This design comes from an exercise in tuning for small area and a short achievable clock period on the open sky130 flow, not from production work. At most, simulation tests tie the RTL to the original design; equivalence was not proved. No activity file was given, so power comes from the tool's default toggle rates.

==> exp/indigo <==
## lab4
module lab4(Dout, Din, clk, reset);
output  [17:0]  Dout;
input   [7:0]   Din;
input           clk, reset;
reg [7:0] r0, r1, r2, r3, r4, r5, r6, r7, r8, r9, r10;
reg [16:0] s;
wire nrst;
invm u_nrst (.a(reset), .y(nrst));
wire pas1, pac2;
ha upas1 (.a(r1[0]), .b(r7[0]), .s(pas1), .co(pac2));
wire pas3, pac4;
fa upas3 (.a(r1[1]), .b(r7[1]), .c(pac2), .s(pas3), .co(pac4));
wire pas5, pac6;
fa upas5 (.a(r1[2]), .b(r7[2]), .c(pac4), .s(pas5), .co(pac6));
wire pas7, pac8;
fa upas7 (.a(r1[3]), .b(r7[3]), .c(pac6), .s(pas7), .co(pac8));
wire pas9, pac10;
fa upas9 (.a(r1[4]), .b(r7[4]), .c(pac8), .s(pas9), .co(pac10));
wire pas11, pac12;
fa upas11 (.a(r1[5]), .b(r7[5]), .c(pac10), .s(pas11), .co(pac12));
wire pas13, pac14;
fa upas13 (.a(r1[6]), .b(r7[6]), .c(pac12), .s(pas13), .co(pac14));
wire pas15, pac16;
fa upas15 (.a(r1[7]), .b(r7[7]), .c(pac14), .s(pas15), .co(pac16));
wire pbs17, pbc18;
xnor2m upbs17 (.a(r2[0]), .b(r6[0]), .y(pbs17));
or2m upbc18 (.a(r2[0]), .b(r6[0]), .y(pbc18));
wire pbs19, pbc20;
fa upbs19 (.a(r2[1]), .b(r6[1]), .c(pbc18), .s(pbs19), .co(pbc20));
wire pbs21, pbc22;
fa upbs21 (.a(r2[2]), .b(r6[2]), .c(pbc20), .s(pbs21), .co(pbc22));
wire pbs23, pbc24;
fa upbs23 (.a(r2[3]), .b(r6[3]), .c(pbc22), .s(pbs23), .co(pbc24));
wire pbs25, pbc26;
fa upbs25 (.a(r2[4]), .b(r6[4]), .c(pbc24), .s(pbs25), .co(pbc26));
wire pbs27, pbc28;
fa upbs27 (.a(r2[5]), .b(r6[5]), .c(pbc26), .s(pbs27), .co(pbc28));
wire pbs29, pbc30;
fa upbs29 (.a(r2[6]), .b(r6[6]), .c(pbc28), .s(pbs29), .co(pbc30));
  ...
export LEC_CHECK = 0
export CAP_MARGIN = 20
export CORE_MARGIN = 2
export CORE_UTILIZATION = 40
export CTS_BUF_LIST = sky130_fd_sc_hd__clkbuf_8
export SLEW_MARGIN = 20
export SYNTH_HIERARCHICAL = 1
export SYNTH_MINIMUM_KEEP_SIZE = 0
create_clock -name core_clock -period 13.0 [get_ports {clk}]
standard.sh (not shown) runs the stock make flow with config.mk's settings and CLKGATE_MAP_FILE= SYNTH_SCRIPT=/design/flow/synth_recipe.tcl, a recipe that flattens the netlist after the stock synthesis.
==> flow/flow/run.sh <==
#!/bin/bash
# The standard layout (standard.sh) with these changes to its settings:
#  - the port buffers are plain buffers (BUF) instead of the delay-cell
#    footprint-mates that buffer_ports picks by default;
#  - repair_timing aims for a setup slack margin of MARGIN ns;
#  - clock tree synthesis inserts no dummy loads.
# Everything else (synthesis, floorplan, power grid, placement, routing) is
# the standard flow's.  The make output goes to standard.log; ORFS keeps each
# step's log under orfs/logs.
set -euo pipefail
MARGIN=5
BUF=sky130_fd_sc_hd__buf_4
export BUFFER_PORTS_ARGS="-buffer_cell $BUF"
export CTS_ARGS="-sink_clustering_enable -repair_clock_nets -buf_list sky130_fd_sc_hd__clkbuf_8 -dont_use_dummy_load"
sed -e "s/\"\${@:-finish}\"/SETUP_SLACK_MARGIN=$MARGIN \"\${@:-finish}\"/" standard.sh > standard_margin.sh
grep -q "SETUP_SLACK_MARGIN=$MARGIN" standard_margin.sh
bash standard_margin.sh > standard.log 2>&1
==> inputs of exp/tundra, as changes to exp/indigo <==
--- a/flow/design.v
+++ b/flow/design.v
@@ -432,69 +432,59 @@
     r6 <= ~(r5 | {8{nrst}});
     r7 <= ~(r6 & {8{reset}});
     r8 <= ~(r7 | {8{nrst}});
     r9 <= r8 & {8{reset}};
     r10 <= ~(r9 & {8{reset}});
 end
 wire os401, oc402;
-wire ox403;
-xr2 uox403 (.a(Din[3]), .b(Din[0]), .y(ox403));
-xnm uos401 (.a(s[3]), .b(ox403), .y(os401));
+xn3 uos401 (.a(s[3]), .b(Din[3]), .c(Din[0]), .y(os401));
 mjn uoc402 (.a(s[3]), .b(Din[3]), .c(Din[0]), .y(oc402));
-wire os404, oc405;
-wire ox406;
-xr2 uox406 (.a(Din[4]), .b(Din[1]), .y(ox406));
-xnm uos404 (.a(s[4]), .b(ox406), .y(os404));
-mjn uoc405 (.a(s[4]), .b(Din[4]), .c(Din[1]), .y(oc405));
+wire os403, oc404;
+xn3 uos403 (.a(s[4]), .b(Din[4]), .c(Din[1]), .y(os403));
+mjn uoc404 (.a(s[4]), .b(Din[4]), .c(Din[1]), .y(oc404));
+wire os405, oc406;
+xn3 uos405 (.a(s[5]), .b(Din[5]), .c(Din[2]), .y(os405));
+mjn uoc406 (.a(s[5]), .b(Din[5]), .c(Din[2]), .y(oc406));
 wire os407, oc408;
-wire ox409;
-xr2 uox409 (.a(Din[5]), .b(Din[2]), .y(ox409));
-xnm uos407 (.a(s[5]), .b(ox409), .y(os407));
-mjn uoc408 (.a(s[5]), .b(Din[5]), .c(Din[2]), .y(oc408));
-wire os410, oc411;
-wire ox412;
-xr2 uox412 (.a(Din[6]), .b(Din[3]), .y(ox412));
-xnm uos410 (.a(s[6]), .b(ox412), .y(os410));
-mjn uoc411 (.a(s[6]), .b(Din[6]), .c(Din[3]), .y(oc411));
+xn3 uos407 (.a(s[6]), .b(Din[6]), .c(Din[3]), .y(os407));
+mjn uoc408 (.a(s[6]), .b(Din[6]), .c(Din[3]), .y(oc408));
+wire os409, oc410;
+xn3 uos409 (.a(s[7]), .b(Din[7]), .c(Din[4]), .y(os409));
+mjn uoc410 (.a(s[7]), .b(Din[7]), .c(Din[4]), .y(oc410));
+wire os411, oc412;
+ha uos411 (.a(s[8]), .b(Din[5]), .s(os411), .co(oc412));
 wire os413, oc414;
-wire ox415;
-xr2 uox415 (.a(Din[7]), .b(Din[4]), .y(ox415));
-xnm uos413 (.a(s[7]), .b(ox415), .y(os413));
-mjn uoc414 (.a(s[7]), .b(Din[7]), .c(Din[4]), .y(oc414));
-wire os416, oc417;
-ha uos416 (.a(s[8]), .b(Din[5]), .s(os416), .co(oc417));
-wire os418, oc419;
-ha uos418 (.a(s[9]), .b(Din[6]), .s(os418), .co(oc419));
-wire os420, oc421;
-ha uos420 (.a(s[10]), .b(Din[7]), .s(os420), .co(oc421));
+ha uos413 (.a(s[9]), .b(Din[6]), .s(os413), .co(oc414));
+wire os415, oc416;
+ha uos415 (.a(s[10]), .b(Din[7]), .s(os415), .co(oc416));
 wire pp0, gg0;
 xnm upp0 (.a(s[0]), .b(Din[0]), .y(pp0));
 anm ugg0 (.a(s[0]), .b(Din[0]), .y(gg0));
 wire pp1, gg1;
 xnm upp1 (.a(s[1]), .b(Din[1]), .y(pp1));
 anm ugg1 (.a(s[1]), .b(Din[1]), .y(gg1));
 wire pp2, gg2;
 xnm upp2 (.a(s[2]), .b(Din[2]), .y(pp2));
 anm ugg2 (.a(s[2]), .b(Din[2]), .y(gg2));
 wire pp3 = os401;
 wire gg3 = 1'b0;
 wire pp4, gg4;
-ha upp4 (.a(os404), .b(oc402), .s(pp4), .co(gg4));
+ha upp4 (.a(os403), .b(oc402), .s(pp4), .co(gg4));
 wire pp5, gg5;
-ha upp5 (.a(os407), .b(oc405), .s(pp5), .co(gg5));
+ha upp5 (.a(os405), .b(oc404), .s(pp5), .co(gg5));
 wire pp6, gg6;
-ha upp6 (.a(os410), .b(oc408), .s(pp6), .co(gg6));
+ha upp6 (.a(os407), .b(oc406), .s(pp6), .co(gg6));
 wire pp7, gg7;
-ha upp7 (.a(os413), .b(oc411), .s(pp7), .co(gg7));
+ha upp7 (.a(os409), .b(oc408), .s(pp7), .co(gg7));
 wire pp8, gg8;
-ha upp8 (.a(os416), .b(oc414), .s(pp8), .co(gg8));
+ha upp8 (.a(os411), .b(oc410), .s(pp8), .co(gg8));
 wire pp9, gg9;
-ha upp9 (.a(os418), .b(oc417), .s(pp9), .co(gg9));
+ha upp9 (.a(os413), .b(oc412), .s(pp9), .co(gg9));
 wire pp10, gg10;
-ha upp10 (.a(os420), .b(oc419), .s(pp10), .co(gg10));
+ha upp10 (.a(os415), .b(oc414), .s(pp10), .co(gg10));
 wire G0_1 = gg1 | (pp1 & gg0);
 wire P0_1 = pp1 & pp0;
 wire G0_3 = gg3 | (pp3 & gg2);
 wire P0_3 = pp3 & pp2;
 wire G0_5 = gg5 | (pp5 & gg4);
 wire P0_5 = pp5 & pp4;
 wire G0_7 = gg7 | (pp7 & gg6);
@@ -522,15 +512,15 @@
 wire G3_8 = gg8 | (pp8 & G2_7);
 wire P3_8 = pp8 & P2_7;
 wire G3_9 = G0_9 | (P0_9 & G2_7);
 wire P3_9 = P0_9 & P2_7;
 wire G3_10 = G1_10 | (P1_10 & G2_7);
 wire P3_10 = P1_10 & P2_7;
 wire [10:0] lo_s = {pp10 ^ G3_9, pp9 ^ G3_8, pp8 ^ G2_7, pp7 ^ G2_6, pp6 ^ G2_5, pp5 ^ G2_4, pp4 ^ G1_3, pp3 ^ G1_2, pp2 ^ G0_1, pp1 ^ gg0, pp0};
-wire lo_c = G3_10 | oc421;
+wire lo_c = G3_10 | oc416;
 wire [11:0] lo = {lo_c, lo_s};
 wire [5:0] ones = {&s[15:11], &s[14:11], &s[13:11], &s[12:11], s[11], 1'b1};
 assign Dout = {1'b0, s[16:11] ^ (ones & {6{lo[11]}}), lo[10:0]};
 endmodule
 module fa(a, b, c, s, co);
 input a, b, c;
 output s, co;
@@ -553,19 +543,14 @@
 assign y = a ^ ~b ^ c;
 endmodule
 module mjn(a, b, c, y);
 input a, b, c;
 output y;
 assign y = (a & ~b) | (c & (a | ~b));
 endmodule
-module xr2(a, b, y);
-input a, b;
-output y;
-assign y = a ^ b;
-endmodule
 module xnm(a, b, y);
 input a, b;
 output y;
 assign y = ~(a ^ b);
 endmodule
 module anm(a, b, y);
 input a, b;
- GPL_ROUTABILITY_DRIVEN: unset -> 0
- PLACE_DENSITY: unset -> 0.75
==> notes <==
- Final area is about the same in exp/indigo and exp/tundra.
- Sequential share of layout area is about the same in exp/indigo and exp/tundra.
- In clock-buffer cell count, exp/tundra and exp/indigo do not differ.
- Critical path depth: exp/tundra is lower than exp/indigo (1).
- Between exp/tundra and exp/indigo, the lower clock skew is in exp/indigo (gap 0.69 ps).
- In exp/tundra the combinational power is higher than in exp/indigo, by about 5%.
Only the layout flow was run in exp/indigo; the RTL was not checked for function there.

==> run a <==
lab4 with an RTL version that a note above also has.
==> flow/design.v (excerpt) <==
module lab4(Dout, Din, clk, reset);
output  [17:0]  Dout;
input   [7:0]   Din;
input           clk, reset;
reg [7:0] r0, r1, r2, r3, r4, r5, r6, r7, r8, r9, r10;
reg [16:0] s;
wire nrst;
invm u_nrst (.a(reset), .y(nrst));
wire pas1, pac2;
ha upas1 (.a(r1[0]), .b(r7[0]), .s(pas1), .co(pac2));
wire pas3, pac4;
fa upas3 (.a(r1[1]), .b(r7[1]), .c(pac2), .s(pas3), .co(pac4));
wire pas5, pac6;
fa upas5 (.a(r1[2]), .b(r7[2]), .c(pac4), .s(pas5), .co(pac6));
wire pas7, pac8;
fa upas7 (.a(r1[3]), .b(r7[3]), .c(pac6), .s(pas7), .co(pac8));
wire pas9, pac10;
fa upas9 (.a(r1[4]), .b(r7[4]), .c(pac8), .s(pas9), .co(pac10));
wire pas11, pac12;
fa upas11 (.a(r1[5]), .b(r7[5]), .c(pac10), .s(pas11), .co(pac12));
wire pas13, pac14;
fa upas13 (.a(r1[6]), .b(r7[6]), .c(pac12), .s(pas13), .co(pac14));
wire pas15, pac16;
fa upas15 (.a(r1[7]), .b(r7[7]), .c(pac14), .s(pas15), .co(pac16));
wire pbs17, pbc18;
xnor2m upbs17 (.a(r2[0]), .b(r6[0]), .y(pbs17));
or2m upbc18 (.a(r2[0]), .b(r6[0]), .y(pbc18));
wire pbs19, pbc20;
fa upbs19 (.a(r2[1]), .b(r6[1]), .c(pbc18), .s(pbs19), .co(pbc20));
wire pbs21, pbc22;
fa upbs21 (.a(r2[2]), .b(r6[2]), .c(pbc20), .s(pbs21), .co(pbc22));
wire pbs23, pbc24;
fa upbs23 (.a(r2[3]), .b(r6[3]), .c(pbc22), .s(pbs23), .co(pbc24));
  ...
Settings: LEC_CHECK=0, CAP_MARGIN=20, CORE_MARGIN=2, CORE_UTILIZATION=40, CTS_BUF_LIST=sky130_fd_sc_hd__clkbuf_8, GPL_TIMING_DRIVEN=0, SLEW_MARGIN=20, SYNTH_HIERARCHICAL=1, SYNTH_MINIMUM_KEEP_SIZE=0; clock period 13.0 ns.
Scripts as last shown in full above: flow/flow/run.sh
==> inputs of run b, as changes to run a <==
--- a/flow/flow/run.sh
+++ b/flow/flow/run.sh
@@ -8,7 +8,7 @@
 # the standard flow's.  The make output goes to standard.log; ORFS keeps each
 # step's log under orfs/logs.
 set -euo pipefail
-MARGIN=5
+MARGIN=5.75
 BUF=sky130_fd_sc_hd__buf_4
 export BUFFER_PORTS_ARGS="-buffer_cell $BUF"
 export CTS_ARGS="-sink_clustering_enable -repair_clock_nets -buf_list sky130_fd_sc_hd__clkbuf_8 -dont_use_dummy_load"
Settings changed: GPL_TIMING_DRIVEN 0 to unset.
==> run notes <==
- Between run b and run a, the lower total power is in run a (gap about 6%, measured against run a).
- Die area is the same in run a and run b.
- In clock power, run a and run b hardly differ.
- Of run a and run b, run b has the higher utilization (gap 1.3 points).
- Synthesized cell count is the same in run b and run a.
- First-iteration DRC count: run a is lower than run b (about 17%).
- In count of clock-buffer cells in the layout, run a and run b do not differ.
- Final area: run b is higher than run a (2.9%).
- Of run a and run b, run b has the higher maximum frequency (gap about 2.2%, measured against run b).

==> job 1691: inputs <==
Another version of the RTL of lab4 (not shown whole).
export LEC_CHECK = 0
export CAP_MARGIN = 20
export CORE_MARGIN = 2
export CORE_UTILIZATION = 40
export CTS_BUF_LIST = sky130_fd_sc_hd__clkbuf_8
export SETUP_SLACK_MARGIN = 5
export SLEW_MARGIN = 20
export SYNTH_HIERARCHICAL = 1
export SYNTH_MINIMUM_KEEP_SIZE = 0
create_clock -name core_clock -period 13.0 [get_ports {clk}]
run.sh (not shown) runs the stock make flow with config.mk's settings and CLKGATE_MAP_FILE= SYNTH_SCRIPT=/design/flow/synth_recipe.tcl, a recipe that flattens the netlist after the stock synthesis.
Stock flow here: none of the scripts above is used.
==> job 2653: changes against job 1691 <==
==> flow/flow/run.sh (new file) <==
#!/bin/bash
# The standard layout (standard.sh) with two changes to the resizer's
# settings: the port buffers are plain buffers (BUF) instead of the delay-cell
# footprint-mates buffer_ports picks by default, and repair_timing aims for a
# setup slack margin of MARGIN ns.
set -euo pipefail
MARGIN=5.5
BUF=sky130_fd_sc_hd__buf_2
export BUFFER_PORTS_ARGS="-buffer_cell $BUF"
sed -e "s/\"\${@:-finish}\"/SETUP_SLACK_MARGIN=$MARGIN \"\${@:-finish}\"/" standard.sh > standard_margin.sh
grep -q "SETUP_SLACK_MARGIN=$MARGIN" standard_margin.sh
bash standard_margin.sh > standard.log 2>&1
==> flow/standard.sh (new file) <==
#!/bin/bash
# synth_recipe.tcl (not shown) runs the flow's synth.tcl, then flattens the netlist and writes it again
# the make line also repeats each setting of config.mk as NAME=value (left out here)
make -C /OpenROAD-flow-scripts/flow DESIGN_CONFIG=/design/flow/config.mk WORK_HOME=/design/flow/orfs CLKGATE_MAP_FILE= SYNTH_SCRIPT=/design/flow/synth_recipe.tcl "${@:-finish}"
Settings changed: SETUP_SLACK_MARGIN 5 to not set.
removed: flow/run.sh
==> job 7930: changes against job 1691 <==
==> flow/flow/run.sh (new file) <==
#!/bin/bash
# Standard layout (the standard.sh), with a larger setup-slack margin for
# the resizer's repair_timing so that it keeps shortening the critical paths.
set -euo pipefail
MARGIN=5.5
sed -e "s/\"\${@:-finish}\"/SETUP_SLACK_MARGIN=$MARGIN \"\${@:-finish}\"/" standard.sh > standard_margin.sh
grep -q "SETUP_SLACK_MARGIN=$MARGIN" standard_margin.sh
bash standard_margin.sh > standard.log 2>&1
==> flow/standard.sh (new file) <==
#!/bin/bash
# synth_recipe.tcl (not shown) runs the flow's synth.tcl, then flattens the netlist and writes it again
# the make line also repeats each setting of config.mk as NAME=value (left out here)
make -C /OpenROAD-flow-scripts/flow DESIGN_CONFIG=/design/flow/config.mk WORK_HOME=/design/flow/orfs CLKGATE_MAP_FILE= SYNTH_SCRIPT=/design/flow/synth_recipe.tcl "${@:-finish}"
Settings changed: SETUP_SLACK_MARGIN 5 to not set.
removed: flow/run.sh
==> comparison <==
- In synthesized cell count, job 7930 and job 2653 do not differ.
- Synthesized area is the same in job 1691 and job 7930.
- The lowest non-clock buffer count belongs to job 1691, the highest to job 7930.
- Combinational power: job 1691 < job 2653 < job 7930.
- Utilization: job 1691 < job 2653 < job 7930.
- Clock power, lowest first: job 7930, job 1691, job 2653.
- Between job 2653 and job 1691, the lower first-iteration DRC count is in job 2653 (gap 20%, measured against job 1691).
- Die area is the same in job 7930 and job 1691.
==> figures <==
| metric | job 7930 | job 1691 | job 2653 |
|---|---|---|---|
| Transition time at the pin with the least slew margin | 0.900 ns | 0.897 ns | 0.900 ns |
| Post-layout net count | 796 | 782 | 793 |
| Met2 track utilization from global routing | 0.253 | 0.254 | 0.251 |
| Internal cell power | 987 uW | 918 uW | 929 uW |
| Maximum fanout along the worst path | 3 | 6 | 6 |
| Peak ir drop on the vdd network | 0.152 mV | 0.157 mV | 0.127 mV |
| Global-route wire length before repair | 22,700 um | 22,300 um | 22,200 um |
| Result of the run | finished clean | finished clean | finished clean |
| Number of clock buffer instances in the layout | 10 | 9 | 10 |
| Max Fclk | 0.132 GHz | 0.127 GHz | 0.132 GHz |
| Switching share of power | 0.378 | 0.384 | 0.392 |
| Critical path launch point type | register | primary input | primary input |
| Clock Latency Late Sink | 0.39 ns | 0.40 ns | 0.39 ns |
| Setup slack of the critical path after layout | 5.45 ns | 5.11 ns | 5.43 ns |
| Top cell by count, worst path | fa_2 | o211ai_1 | - |
| Endpoint of the most critical setup path | s[16]$_SDFF_PN1_ | Dout[16] | Dout[14] |
| DR WL met3 | 357 um | 363 um | 332 um |
No run of this note included a check of the RTL's function; only the layout flow was run.

==> afterwards: timing with drivers on the ports <==
Ports are ideal in the flow. The routed layouts listed here were re-timed in OpenROAD.
Step 1, drivers: a clkbuf_16 drives clk and a buf_2 each remaining input, both assumed.
Step 2 moves the port delays by t, midway between the first and last clock arrival at a register: inputs arrive t later, outputs are due t later. That takes back most of the time a late clock gives input paths.
Three values: ideal, step 1, step 2; two values: the first two.
| run | shift t [ns] | setup WS [ns] | worst data-port slew with drivers (ns) |
|---|---|---|---|
| exp/indigo | 0.405 | 5.669 / 5.644 / 5.644 | 0.03 |
| exp/tundra | 0.400 | 5.647 / 5.625 / 5.625 | 0.03 |
| run a | 0.408 | 5.647 / 5.621 / 5.577 | 0.03 |
| run b | 0.409 | 5.808 / 5.761 / 5.761 | 0.06 |
| job 1691 | 0.427 | 5.111 / 5.086 / 4.761 | 0.04 |
| job 2653 | 0.424 | 5.433 / 5.376 / 5.171 | 0.06 |
| job 7930 | 0.420 | 5.450 / 5.406 / 5.197 | 0.07 |
After both steps setup and hold are still met in every run listed. For job 1691, which loses most, drivers alone change the setup slack by -0.025 ns; drivers and shift together by -0.350 ns.
